Source: an optimization exercise on an open RTL-to-GDS flow (aim: small area). Production flows keep margins and buffers that such runs may drop. Where RTL was checked, it was by simulation tests only, not by an equivalence proof against the original.

==> flow/design.v (excerpt) <==
module IDPManager(
    input clk,
    input rst_n,
    output MEM_REQ,
    output [31:0] MEM_ADDR,
    output [3:0] MEM_CMD,
    input  [31:0] MEM_DIN,
    input  MEM_VLD,
    input  MEM_FIN,
    input  MEM_IDP_SEL,
    input  pxMem_WR_RDY,
    output pxMem_WR_VLD,
    input  pxMem_GRANT,
    output pxMem_WR_REQ,
    output [19:0] pxMem_Addr,
    output [3:0] pxMem_burst,
    output [15:0] pxMem_out,
    output [19:0] track_din,
    output track_write,
    input  IDP_START,
    output IDP_STATUS,
    input  [31:0] CFG_READ_START_ADDR,
    input  [8:0] CFG_WIDTH,
    input  [8:0] CFG_HEIGHT,
    input  [9:0] CFG_NUM_FMAP
);
    localparam S_IDLE = 5'd0;
    localparam S_LOAD_CFG = 5'd1;
    localparam S_SM_GNT = 5'd4;
    localparam S_SM_CMD = 5'd5;
    localparam S_SM_WAIT = 5'd6;
    localparam S_SM_WRT = 5'd7;
    localparam S_HAM = 5'd3;    
    localparam S_PX_GNT = 5'd8;
    localparam S_PX_CMD = 5'd9;
    localparam S_PX_WAIT = 5'd10;
    localparam S_PX_WRT = 5'd11;
    localparam S_MOVE = 5'd12;
    localparam S_DEC = 5'd13;
    localparam S_CPY_GNT = 5'd16;
    localparam S_CPY_CMD = 5'd17;
    localparam S_BURST = 5'd18;
    localparam S_CALC_COL = 5'd20;
    localparam S_CHK_ROW = 5'd21;
    localparam S_SET_ROW = 5'd22;
  ...
For scale: ~1400 cells after synthesis, ~200 I/O pins, roughly 18000 sq um of cells after synthesis.
export LEC_CHECK = 0
export CAP_MARGIN = 20
export CORE_MARGIN = 2
export CORE_UTILIZATION = 40
export SLEW_MARGIN = 20
create_clock -name core_clock -period 16.0 [get_ports {clk}]
standard.sh (not shown) runs the stock make flow with config.mk's settings and CLKGATE_MAP_FILE= SYNTH_SCRIPT=/design/flow/synth_recipe.tcl, a recipe that flattens the netlist after the stock synthesis.
==> flow/flow/run.sh <==
#!/bin/bash
# The standard layout (standard synthesis, floorplan, power grid, placement,
# CTS, routing), with two changes: port buffers use the smallest buffer cell,
# and CTS uses small clock buffers without dummy loads.
set -euo pipefail
bash standard.sh \
  "BUFFER_PORTS_ARGS=-buffer_cell sky130_fd_sc_hd__buf_1" \
  "CTS_ARGS=-sink_clustering_enable -repair_clock_nets -buf_list {sky130_fd_sc_hd__clkbuf_4} -sink_clustering_size 10 -sink_clustering_max_diameter 40 -dont_use_dummy_load" \
  finish > flow_make.log 2>&1
Edit:
--- a/flow/design.v
+++ b/flow/design.v
@@ -152,22 +152,21 @@
     reg [31:0] ext_addr;
     reg [19:0] pxm_addr;
     reg [9:0]  cur_idx;     
     reg [4:0]  cur_col;     
     reg [8:0]  cur_row;     
     reg [15:0] cur_SM;
     reg [3:0]  cnt;
     reg [15:0] BUFFER [0:15];
     reg [2:0]  tail;        
     reg [4:0]  bcnt;
-    reg [3:0]  hlo, hhi;    
-    wire [15:0] hoh = {{4{hhi[3]}} & hlo, {4{hhi[2]}} & hlo, {4{hhi[1]}} & hlo, {4{hhi[0]}} & hlo};
+    reg [15:0] hoh;         
     reg [15:0] bout;
     integer k;
     always @(*) begin
         bout = 16'd0;
         for (k = 0; k < 16; k = k + 1) bout = bout | (BUFFER[k] & {16{hoh[k]}});
     end
     wire bempty = (bcnt == 5'd0);
     wire bfull  = (bcnt[4] == 1'b1);      
     wire st_burst = (state == S_BURST);
     wire bwrite = (state == S_PX_WRT) & ~bfull;
@@ -179,31 +178,29 @@
     inc #(4) u_bup (.a(bcnt[4:1]), .ci(1'b1), .s(bcnt_up));
     dec #(5) u_bdn (.a(bcnt), .bi(1'b1), .s(bcnt_dn));
     always @(posedge clk) begin
         if (bwrite) begin
             BUFFER[{tail, 1'b0}] <= MEM_DIN[31:16];
             BUFFER[{tail, 1'b1}] <= MEM_DIN[15:0];
         end
     end
     always @(posedge clk, negedge rst_n) begin
         if (~rst_n) begin
-            hlo <= 4'd1;
-            hhi <= 4'd1;
+            hoh <= 16'd1;
             tail <= 3'd0;
             bcnt <= 5'd0;
         end else begin
             if (bwrite) begin
                 tail <= tail_inc;
                 bcnt <= {bcnt_up, bcnt[0]};
             end else if (bread) begin
-                hlo <= {hlo[2:0], hlo[3]};
-                if (hlo[3]) hhi <= {hhi[2:0], hhi[3]};
+                hoh <= {hoh[14:0], hoh[15]};
                 bcnt <= bcnt_dn;
             end
         end
     end
     wire [2:0] half;
     pop16half u_pop (.x(cur_SM), .h(half));
     assign IDP_STATUS   = (state != S_IDLE);
     assign MEM_REQ      = (state == S_SM_GNT) | (state == S_SM_CMD) | (state == S_PX_GNT) |
                           (state == S_PX_CMD) | (state == S_PX_WAIT);
     assign MEM_CMD      = {1'b0, ((state == S_PX_GNT) | (state == S_PX_CMD)) ? half : 3'd0};
After rerunning: Clock skew increases by 0.029 ns; die area increases slightly; global-route usage increases by 0.33 points; critical path depth decreases by 1; maximum frequency hardly moves.
For the second run of this note, only the layout was checked, not whether the RTL still works.

-- static timing again, ports no longer ideal --
In the flow no input, the clock included, has a driving cell. The finished layouts below were timed again as built, in two steps.
Step 1 (the two cells are an assumption about what drives the block):
set clk [get_ports {clk}]
set_driving_cell -lib_cell sky130_fd_sc_hd__clkbuf_16 $clk
set_driving_cell -lib_cell sky130_fd_sc_hd__buf_2 [delete_from_list [all_inputs] $clk]
Step 2 times the ports against the registers' clock, not the clock port: input delays grow and output delays shrink by t, the midpoint of the rising clock arrivals with the driver on.
Three values: no drivers, after step 1, after step 2; two values: the first two.
run | t (ns) | slack for setup (ns) | worst register clock-pin slew, ns | cell pins on the clock port's net
the first run | 0.750 | 0.773 / 0.751 / 0.751 | 0.11 / 0.11 | 1
the second run | 0.748 | 0.795 / 0.774 / 0.774 | 0.11 / 0.11 | 1
After both steps setup and hold are still met in every run listed. For the first run, which loses most, drivers alone change the setup slack by -0.022 ns; drivers and shift together by -0.022 ns.
